What follows belongs to an exercise in optimizing a design on an open flow for small area; a production flow would make more cautious choices. RTL that was checked went through simulation tests only; none was proved equivalent to the original. The RTL of run 1 was laid out without a check of its function. Power and IR drop assume default switching activity.

## flow/design.v (module list and top-level ports; edited modules follow where they fit)
// module cpu65xx: 1635 lines
module cpu65xx
(
  clk,
  enable,
  reset,
  nmi_n,
  irq_n,
  so_n,
  din,
  dout,
  addr,
  we,
  debugOpcode,
  debugPc,
  debugA,
  debugX,
  debugY,
  debugS
);
  // ...
==> flow/run.sh <==
#!/bin/bash
# synth_recipe.tcl (not shown) runs the flow's synth.tcl, then flattens the netlist and writes it again
# the make line also repeats each setting of config.mk as NAME=value (left out here)
make -C /OpenROAD-flow-scripts/flow DESIGN_CONFIG=/design/flow/config.mk WORK_HOME=/design/flow/orfs CLKGATE_MAP_FILE= SYNTH_SCRIPT=/design/flow/synth_recipe.tcl finish
==> flow/config.mk <==
export PLATFORM = sky130hd
export DESIGN_NAME = cpu65xx
export DESIGN_NICKNAME = cpu65xx
export VERILOG_FILES = /design/flow/design.v
export SDC_FILE = /design/flow/constraint.sdc
export NUM_CORES = 4
export LEC_CHECK = 0
export CAP_MARGIN = 20
export CORE_MARGIN = 2
export CORE_UTILIZATION = 40
export SLEW_MARGIN = 20
==> flow/constraint.sdc <==
create_clock -name core_clock -period 10.0 [get_ports {clk}]
set_input_delay 2.0000 -clock core_clock [delete_from_list [all_inputs] [get_ports {clk}]]
set_output_delay 2.0000 -clock core_clock [all_outputs]
set_load 0.01 [all_outputs]
==> flow_metrics.env, run 1 <==
export IMPL_core_region_area_um2=27800
export IMPL_setup_viol=0
export IMPL_h_tree_depth=3
export IMPL_vdd_drop_max_uv=126
export IMPL_worstSkewPairLatency_ps=370
export IMPL_dp_slack_ps=1240
export IMPL_worstSetupStartpointType="flip-flop"
export IMPL_grtUsageTotal=0.309
export IMPL_drcViolationCount=0
export IMPL_largestClassByArea="multi-input combinational cells"
export IMPL_via_per_inst=6.60
export IMPL_avgSynthCellArea_um2=8.46
export IMPL_hold_buffers=0
export IMPL_wirelength_um=45600
export IMPL_area_growth_pct=14.1
export IMPL_maxCapViolCount=0
export IMPL_seq_area_frac=0.236
export IMPL_io_pins=95
export IMPL_synth_nets=1418
export IMPL_clk_power_uw=370
export IMPL_fin_setup_tns_ps=0
export IMPL_synth_area_leaders="edfxtp_1 (24%), ha_1 (6.7%), a21oi_1 (4.8%)"
export IMPL_crit_cells=33
export IMPL_fin_crit_sh=0.894
export IMPL_status="timing/DRC/antenna clean"
export IMPL_min_period_ps=8940
==> inputs of run 2 (changes only) <==
--- a/flow/design.v
+++ b/flow/design.v
@@ -196,16 +196,17 @@
   reg   [3:0] nextAddr;
   reg  [15:0] myAddr;
   wire [15:0] myAddrIncr;
   wire  [7:0] myAddrIncrH;
   wire  [7:0] myAddrDecrH;
   reg         theWe;
   reg         irqActive;
   reg   [7:0] doReg;
+  reg         Vprev;   
   reg   [7:0] T;
   reg   [7:0] A;  
   reg   [7:0] X;  
   reg   [7:0] Y;  
   reg   [7:0] S;  
   reg         C;  
   reg         Z;  
   reg         I;  
@@ -267,17 +268,17 @@
                      (opcInfo[12] ? T : 8'hFF));
   assign aluCmpInput = (opcInfo[2] ? A : 8'hFF) &
                        (opcInfo[1] ? X : 8'hFF) &
                        (opcInfo[0] ? Y : 8'hFF);
   assign aluMode1 = opcInfo[9:6];
   assign aluMode2 = opcInfo[5:3];
   wire       modeIncDec = (aluMode1 == aluModeInc) || (aluMode1 == aluModeDec);
   wire [7:0] incDecOut  = aluInput + {{7{aluMode1[0]}}, 1'b1};
-  assign rmwBits = (aluMode1 == aluModeP  ) ? {C, N, V, 1'b1, ~irqActive, D, I, Z, C} :
+  assign rmwBits = (aluMode1 == aluModeP  ) ? {C, N, Vprev, 1'b1, ~irqActive, D, I, Z, C} :
                    modeIncDec               ? {C, incDecOut} :
                    (aluMode1 == aluModeAsl) ? {aluInput, 1'b0} :
                    (aluMode1 == aluModeFlg) ? {aluInput[0], aluInput} :
                    (aluMode1 == aluModeLsr) ? {aluInput[0], 1'b0, aluInput[7:1]} :
                    (aluMode1 == aluModeRol) ? {aluInput, C} :
                    (aluMode1 == aluModeRor) ? {aluInput[0], C, aluInput[7:1]} :
                    (aluMode1 == aluModeAnc) ? {aluInput[7] & A[7], aluInput} :
                    {C, aluInput};
@@ -1327,16 +1328,17 @@
   always @(posedge clk)
   begin
     if (updateRegisters) begin
       if (opcInfo[38]) begin
         V <= aluV;
       end
     end
     if (enable) begin
+      Vprev <= V;
       if (soReg && !so_n) begin
         V <= 1'b1;
       end
       soReg <= so_n;
     end
   end
   always @(posedge clk)
   begin
@@ -1381,66 +1383,47 @@
       end
     end
     if (updateRegisters) begin
       if (opcInfo[40]) begin
         S <= aluRegisterOut;
       end
     end
   end
-  always @(posedge clk)
+  always @(*)
   begin
-    if (enable) begin
-      doReg <= aluRmwOut;
-      if (opcInfo[11]) begin
-        doReg <= aluRmwOut & myAddrIncrH;
-      end
-      case (nextCpuCycle)
-        cycleStack2 : begin
-          if (opcInfo[18] && !irqActive) begin
-            doReg <= myAddrIncr[15:8];
-          end else begin
-            doReg <= PC[15:8];
-          end
-        end
-        cycleStack3 : begin
-          doReg <= PC[7:0];
-        end
-        cycleRmw : begin
-          doReg <= din;  
-        end
-        default : begin
-        end
-      endcase
-    end
+    case (theCpuCycle)
+      cycleRmw : begin
+        doReg = T;
+      end
+      cycleStack2 : begin
+        doReg = PC[15:8];
+      end
+      cycleStack3 : begin
+        doReg = PC[7:0];
+      end
+      default : begin
+        doReg = aluRmwOut & (opcInfo[11] ? myAddrIncrH : 8'hFF);
+      end
+    endcase
   end
   assign dout = doReg;
-  always @(posedge clk)
+  always @(*)
   begin
-    if (enable) begin
-      theWe <= 1'b0;
-      case (nextCpuCycle)
-        cycleStack1 : begin
-          if (!opcInfo[23]
-              && (!opcInfo[29] || opcInfo[28])) begin
-             theWe <= 1'b1;
-          end
-        end
-        cycleStack2, cycleStack3, cycleStack4 : begin
-          if (!opcInfo[23]) begin
-            theWe <= 1'b1;
-          end
-        end
-        cycleRmw, cycleWrite : begin
-          theWe <= 1'b1;
-        end
-        default : begin
-        end
-      endcase
-    end
+    theWe = 1'b0;
+    case (theCpuCycle)
+      cycleStack2, cycleStack3, cycleStack4 : begin
+        theWe = !opcInfo[23];
+      end
+      cycleRmw, cycleWrite : begin
+        theWe = 1'b1;
+      end
+      default : begin
+      end
+    endcase
   end
   assign we = theWe;
   always @(posedge clk)
   begin
     if (enable) begin
       case (theCpuCycle)
         opcodeFetch : begin
           PC <= myAddr;
@@ -1617,17 +1600,17 @@
         default : begin
         end
       endcase
     end
   end
   wire [8:0] myAddrLoIncr = {1'b0, myAddr[7:0]} + 9'd1;
   wire       hiDec = (nextAddr == nextAddrDecrH);
   wire       hiInc = (nextAddr == nextAddrIncrH) ||
-                     (opcInfo[11] && (theCpuCycle == cyclePreWrite));
+                     (opcInfo[11] && (theCpuCycle == cycleWrite) && !indexOut[8]);
   wire [7:0] hiAdd = myAddr[15:8] + {{7{hiDec}}, hiDec | hiInc | myAddrLoIncr[8]};
   assign myAddrIncr = {hiAdd, myAddrLoIncr[7:0]};
   assign myAddrIncrH = hiAdd;
   assign myAddrDecrH = hiAdd;
   assign addr = myAddr;
   assign debugA = A;
   assign debugX = X;
   assign debugY = Y;
==> flow/flow/run.sh (new file) <==
#!/bin/bash
# Standard ORFS layout (the standard.sh), with two changes:
#  - the port buffers are the smallest buffer (buf_1) instead of the
#    default choice;
#  - clock tree synthesis inserts no dummy loads.
set -euo pipefail
export BUFFER_PORTS_ARGS="-buffer_cell sky130_fd_sc_hd__buf_1"
export CTS_ARGS="-sink_clustering_enable -repair_clock_nets -dont_use_dummy_load"
bash standard.sh > standard.log 2>&1
==> flow/standard.sh (new file) <==
#!/bin/bash
# synth_recipe.tcl (not shown) runs the flow's synth.tcl, then flattens the netlist and writes it again
# the make line also repeats each setting of config.mk as NAME=value (left out here)
make -C /OpenROAD-flow-scripts/flow DESIGN_CONFIG=/design/flow/config.mk WORK_HOME=/design/flow/orfs CLKGATE_MAP_FILE= SYNTH_SCRIPT=/design/flow/synth_recipe.tcl "${@:-finish}"
removed: flow/run.sh
==> flow_metrics.env, run 2 <==
export IMPL_path_clk_slew_ps=60
export IMPL_fin_skew_ps=25.4
export IMPL_drtPass1Iterations=6
export IMPL_synth_area_leaders="edfxtp_1 (24%), ha_1 (7.1%), a21oi_1 (4.4%)"
export IMPL_fin_setup_tns_ps=0
export IMPL_crit_arrival_ps=7310
export IMPL_slowest_stage="edfxtp_1"
export IMPL_hp_class="reg2reg"
export IMPL_drive_gt1_frac=0.0960
export IMPL_start_util=0.405
export IMPL_num_antenna_cells=0
export IMPL_place_congestion=1.00
export IMPL_crit_fanout=16
export IMPL_slew_headroom=0.309
export IMPL_power_leakage_nw=4.14
export IMPL_die_h_um=166
export IMPL_synth_edf_count=84
export IMPL_final_common_cell="nor2_1"
export IMPL_largestRegisters="PC: 16 flops, myAddr: 16 flops"
export IMPL_io_buffers=94
export IMPL_routedWlPerCell_um=25.7
export IMPL_dp_hpwl_um=32000
export IMPL_grt_pass1_wl_um=63200
export IMPL_comb_power_share=0.461
export IMPL_rows=59
export IMPL_cts_tree="done"
export IMPL_finalMaxSlewViolations=0
export IMPL_critPathKind="reg2out"
export IMPL_grtUsageTotal=0.295
export IMPL_drt_iter0_markers=1408
export IMPL_vdd_drop_max_uv=90.1
export IMPL_grt_pass1_vias=10047
export IMPL_internal_power_uw=973
export IMPL_synth_nets=1331
export IMPL_antenna_found_initial=1
export IMPL_crit_start="theOpcode[0]"
export IMPL_antenna_left=0
export IMPL_slowest_delay_ps=670
export IMPL_switchingPower_uw=719
export IMPL_root_buffer="clkbuf_16"
export IMPL_area_growth_pct=8.32
export IMPL_p_clk_frac=0.180
export IMPL_cts_buffers=9
export IMPL_rsz0062_at_grt="false"
export IMPL_wirelength_um=42100
export IMPL_worstSetupStartpointType="flip-flop"
export IMPL_die_w_um=166
export IMPL_h_tree_depth=3
export IMPL_avgSynthCellArea_um2=8.42
export IMPL_finalHoldViolations=0
export IMPL_ys_warn_count=257
export IMPL_maxCapViolCount=0
export IMPL_core_region_area_um2=25900
export IMPL_cp_common_cell="o21ai_0"
export IMPL_hold_buffers=0
export IMPL_worstSkewPairLatency_ps=360
export IMPL_synth_top_cell_area_share=0.240
export IMPL_vias=10850
export IMPL_status="timing/DRC/antenna clean"
export IMPL_p_per_area_nw_per_um2=149
export IMPL_cts_sinks=98
export IMPL_via_per_inst=6.63
export IMPL_synth_seq_cells=98
export IMPL_place_area_um2=11100
export IMPL_power_frac_seq=0.359
export IMPL_cp_end_kind="primary output"
export IMPL_sw_frac_of_total=0.425
export IMPL_min_period_ps=9310
export IMPL_max_freq_mhz=107
export IMPL_ys_seq_area_frac=0.267
export IMPL_drcViolationCount=0
export IMPL_post_route_cell_area_um2=11400
export IMPL_io_pins=95
export IMPL_setup_viol=0
export IMPL_num_nets_final=1388
export IMPL_grt_overflow_total=0
export IMPL_synth_area_um2=10500
export IMPL_synth_commonest_cells="nor2_1 (119), a21oi_1 (92), edfxtp_1 (84)"
export IMPL_rr_startpoint="theOpcode[4]"
export IMPL_clk_path_buf_depth=2
export IMPL_grt_max_degree=41
export IMPL_worstPathRequired_ps=8000
export IMPL_synthFlopType="edfxtp_1"
export IMPL_yosysMostFrequentCell="nor2_1"
export IMPL_worst_slew_pin_transition_ps=1030
export IMPL_synth_distinct_cells=104
export IMPL_die_area_um2=27600
export IMPL_synth_top_cell_by_area="edfxtp_1"
export IMPL_final_cell_mix="nor2_1 (118), buf_1 (94), a21oi_1 (92)"
export IMPL_min_from="processIrq"
export IMPL_ys_async_sr_fraction=0
export IMPL_fin_crit_sh=0.931
export IMPL_synthCells=1247
## run 2: final timing paths
kind	end	slack [ps]	cells past startpoint
worst min-delay path	irqActive	470	0
worst max register to register	S[7]	750	35
worst min register to register	irqActive	470	0
worst max-delay path	dout[7]	690	32
## run 2: metal layers
metal  global-route usage  share of wire  wire length, um  vias up
met5                    0              0                0        -
met4                0.118          0.041             1710        0
met3               0.0393          0.087             3670      125
met2                0.469           0.46            19300      690
met1                0.405           0.41            17500     5199
li1                     -              -                -     4836
## run 2: worst max-delay path: cells and delay by family, from the launching register on
kind            cells  cell delay, ps
xor+xnor            2             370
flops               1             670
buf+inv             6            1020
simple gates        9            1580
fa+ha+maj           3             730
compound gates     12            2600
## run 2: stage by stage
stage,power [mW],setup slack (ps),util,hold WS (ps),cells
finish,1.69,687,0.439,470,1637
global route,1.78,188,0.439,496,1637
CTS,1.68,646,0.438,468,1636
detailed placement,1.37,797,0.430,468,1627
global placement,1.37,856,0.430,449,1627
floorplan,1.12,1830,-,426,1247
## run 2: cells by family after synthesis
logic type | Yosys count | share of synthesized area
AND/OR/NAND/NOR | 417 | 0.209
multiplexers | 29 | 0.0313
AO/OA/AOI/OAI | 417 | 0.288
adder cells (fa/ha/maj) | 70 | 0.0906
XOR/XNOR | 59 | 0.0492
flip-flops | 98 | 0.267
buffers and inverters | 157 | 0.0648
## run 2: power by group through the flow
stage,Sequential (mW),Clock [mW],Combinational [mW]
global route,0.610,0.318,0.850
global placement,0.612,0,0.754
finish,0.607,0.305,0.780
CTS,0.604,0.309,0.763
detailed placement,0.612,0,0.758
floorplan,0.577,0,0.542
## run 2: repair_timing
action                                  4_1_cts  5_1_grt
endpoints found under the setup margin        0        5
hold endpoints to repair                      0        0
gates resized for setup                       0        2
buffers inserted                              0        1
## run 2: layout make-up
cell class	instances	area, um^2
Fill cell	2570	14500
Multi-Input combinational cell	992	7050
Clock buffer	9	225
Inverter	79	297
Timing Repair Buffer	124	582
Sequential cell	98	2800
Tap cell	335	419
==> inputs of run 3 (changes only) <==
==> flow/run.sh (new file) <==
#!/bin/bash
# synth_recipe.tcl (not shown) runs the flow's synth.tcl, then flattens the netlist and writes it again
# the make line also repeats each setting of config.mk as NAME=value (left out here)
make -C /OpenROAD-flow-scripts/flow DESIGN_CONFIG=/design/flow/config.mk WORK_HOME=/design/flow/orfs CLKGATE_MAP_FILE= SYNTH_SCRIPT=/design/flow/synth_recipe.tcl finish
removed: flow/flow/run.sh
removed: flow/standard.sh
==> flow_metrics.env, run 3 <==
export IMPL_status="timing/DRC/antenna clean"
export IMPL_vdd_drop_max_uv=88.5
export IMPL_switchingPower_uw=746
export IMPL_synth_area_um2=10500
export IMPL_io_pins=95
export IMPL_final_common_cell="nor2_1"
export IMPL_fin_setup_tns_ps=0
export IMPL_finalMaxSlewViolations=0
export IMPL_sw_frac_of_total=0.414
export IMPL_drtPass1Iterations=6
export IMPL_synth_nets=1331
export IMPL_antenna_found_initial=0
export IMPL_synthCells=1247
export IMPL_cp_common_cell="o21ai_0"
export IMPL_dp_hpwl_um=31500
export IMPL_via_per_inst=6.48
export IMPL_fin_crit_sh=0.913
export IMPL_power_frac_seq=0.335
export IMPL_io_buffers=94
export IMPL_rsz0062_at_grt="false"
export IMPL_worst_slew_pin_transition_ps=1060
export IMPL_critPathKind="reg2out"
export IMPL_grt_pass1_wl_um=62700
export IMPL_synth_distinct_cells=104
export IMPL_die_h_um=166
export IMPL_max_freq_mhz=110
export IMPL_hold_buffers=0
export IMPL_worstPathRequired_ps=8000
export IMPL_p_per_area_nw_per_um2=148
export IMPL_place_congestion=1.01
export IMPL_worstSetupStartpointType="flip-flop"
export IMPL_timing_rr_end="S[7]"
export IMPL_core_region_area_um2=25900
export IMPL_synth_top_cell_by_area="edfxtp_1"
export IMPL_synth_area_leaders="edfxtp_1 (24%), ha_1 (7.1%), a21oi_1 (4.4%)"
export IMPL_num_nets_final=1400
export IMPL_min_period_ps=9130
export IMPL_min_from="V"
export IMPL_synthFlopType="edfxtp_1"
export IMPL_root_buffer="clkbuf_16"
export IMPL_clk_path_buf_depth=2
export IMPL_wirelength_um=41300
export IMPL_slowest_stage="clkdlybuf4s50_1"
export IMPL_synth_commonest_cells="nor2_1 (119), a21oi_1 (92), edfxtp_1 (84)"
export IMPL_dp_cells=1635
export IMPL_routedWlPerCell_um=24.9
export IMPL_crit_fanout=12
export IMPL_cts_buffers=9
export IMPL_grtUsageTotal=0.291
export IMPL_worstSkewPairLatency_ps=370
export IMPL_grt_max_degree=28
export IMPL_seqCellArea_um2=2800
export IMPL_crit_start="theOpcode[6]"
export IMPL_r2r_cells=35
export IMPL_hp_class="reg2reg"
export IMPL_rows=59
export IMPL_largestRegisters="PC: 16 flops, myAddr: 16 flops"
export IMPL_internal_power_mw=1.05
export IMPL_start_util=0.405
export IMPL_ys_seq_area_frac=0.267
export IMPL_fin_skew_ps=19.4
export IMPL_min_delay_path_depth=0
export IMPL_cp_end_kind="primary output"
export IMPL_hold_end="Vprev"
export IMPL_drcViolationCount=0
export IMPL_slew_headroom=0.293
export IMPL_maxCapViolCount=0
export IMPL_synth_seq_cells=98
export IMPL_ys_warn_count=257
export IMPL_slowest_delay_ps=570
export IMPL_p_clk_frac=0.196
export IMPL_final_cell_mix="nor2_1 (118), clkdlybuf4s50_1 (94), a21oi_1 (91)"
export IMPL_power_leakage_nw=4.49
export IMPL_stdcell_count=1656
export IMPL_multi_input_area_um2=7060
export IMPL_die_area_um2=27600
export IMPL_drive_gt1_frac=0.109
export IMPL_num_antenna_cells=0
export IMPL_grt_overflow_total=0
export IMPL_rr_startpoint="theOpcode[5]"
export IMPL_grt_pass1_vias=10140
export IMPL_antenna_left=0
export IMPL_yosysMostFrequentCell="nor2_1"
export IMPL_crit_arrival_ps=7130
export IMPL_setup_viol=0
export IMPL_synth_edf_count=84
export IMPL_avgSynthCellArea_um2=8.42
export IMPL_die_w_um=166
export IMPL_ys_async_sr_fraction=0
export IMPL_h_tree_depth=3
export IMPL_comb_power_share=0.469
export IMPL_synth_top_cell_area_share=0.240
export IMPL_vias=10732
export IMPL_cts_tree="done"
export IMPL_path_clk_slew_ps=80
export IMPL_area_growth_pct=15.5
export IMPL_finalHoldViolations=0
export IMPL_fillCellCount=2587
export IMPL_r2r_setup_slack_ps=950
export IMPL_cts_sinks=98
export IMPL_drt_iter0_markers=1325
run 3: final cells by class:
type | instances | area share
clock buffer | 10 | 0.0197
timing repair buffer | 136 | 0.104
sequential | 98 | 0.231
multi-input combinational | 992 | 0.582
tap | 335 | 0.0346
inverter | 79 | 0.0244
clock inverter | 6 | 0.00464
run 3: critical path, delay by kind of cell, from the launching register on:
kind	cells	cell delay, ps
xor gates and xnor gates	2	370
and+or+nand+nor	8	1530
DFF	1	480
adders and majority gates	3	670
AOI/OAI and AO/OA	13	2600
buffers and inverters	5	1130
run 3: metal layers:
metal / part of all wire / global-route usage / up-vias / wire (um)
met3: 0.081 / 0.0300 / 117 / 3360
met4: 0.043 / 0.121 / 0 / 1770
li1: - / - / 4864 / -
met1: 0.42 / 0.400 / 5109 / 17500
met5: 0 / 0 / - / 0
met2: 0.45 / 0.468 / 642 / 18700
run 3: stage by stage:
stage | area, um^2 | util | total power, mW | hold WS, ps | worst slack, ps
4_1_cts | 12100 | 0.466 | 1.78 | 469 | 446
3_3_place_gp | 11800 | 0.455 | 1.42 | 449 | 1120
2_1_floorplan | 10500 | - | 1.12 | 426 | 1830
3_5_place_dp | 11800 | 0.455 | 1.43 | 450 | 857
5_1_grt | 12100 | 0.468 | 1.89 | 495 | 186
6_report | 12100 | 0.468 | 1.80 | 466 | 868
run 3: cells by family after synthesis:
group,synth area share
AO/OA/AOI/OAI,0.288
AND/OR/NAND/NOR,0.209
buffers and inverters,0.0648
XOR/XNOR,0.0492
adder cells (fa/ha/maj),0.0906
multiplexers,0.0313
flip-flops,0.267
run 3: repair_timing:
action / 4_1_cts / 5_1_grt
gates resized for setup: 0 / 4
buffers inserted: 0 / 5
endpoints found under the hold margin: 0 / 0
setup endpoints to repair: 0 / 1
run 3: power groups by stage:
stage / combinational (mW) / clock [mW] / sequential (mW)
finish: 0.844 / 0.353 / 0.603
global route: 0.915 / 0.371 / 0.607
CTS: 0.826 / 0.354 / 0.601
detailed placement: 0.820 / 0 / 0.609
global placement: 0.813 / 0 / 0.610
floorplan: 0.542 / 0 / 0.577
run 3: worst max-delay path by stage:
stage	end	slack (ps)	cells after the start
finish	dout[7]	870	31
floorplan	dout[7]	1830	33
detailed placement	dout[7]	860	28
global placement	dout[7]	1120	31
global route	dout[7]	190	31
CTS	dout[7]	450	31

separate check: timing with driven ports:
The flow's constraints put no driver on any port. The routed layouts listed below were extracted and timed again, unchanged, in two steps.
Step 1 sets driving cells, clkbuf_16 on the clock port and buf_2 on the other inputs (assumed; they add their load-dependent delay and slew).
Step 2 adds t to the input delays and takes it off the output delays; t is the mean of the earliest and latest rising clock arrival at the registers after step 1. Input paths then give back, and output paths get back, about the clock's delay inside the block.
Slacks: no drivers / after step 1 / after step 2; pairs: no drivers / after step 1.
run | t, ns | slack for setup (ns) | slew at the worst register clock pin (ns) | pins driven straight from the clock port
run 1 | 0.404 | 1.063 / 1.063 / 1.063 | 0.09 / 0.09 | 1
run 2 | 0.393 | 0.687 / 0.641 / 0.746 | 0.08 / 0.08 | 1
run 3 | 0.404 | 0.868 / 0.821 / 0.948 | 0.08 / 0.08 | 1
After both steps every run listed still meets setup and hold.
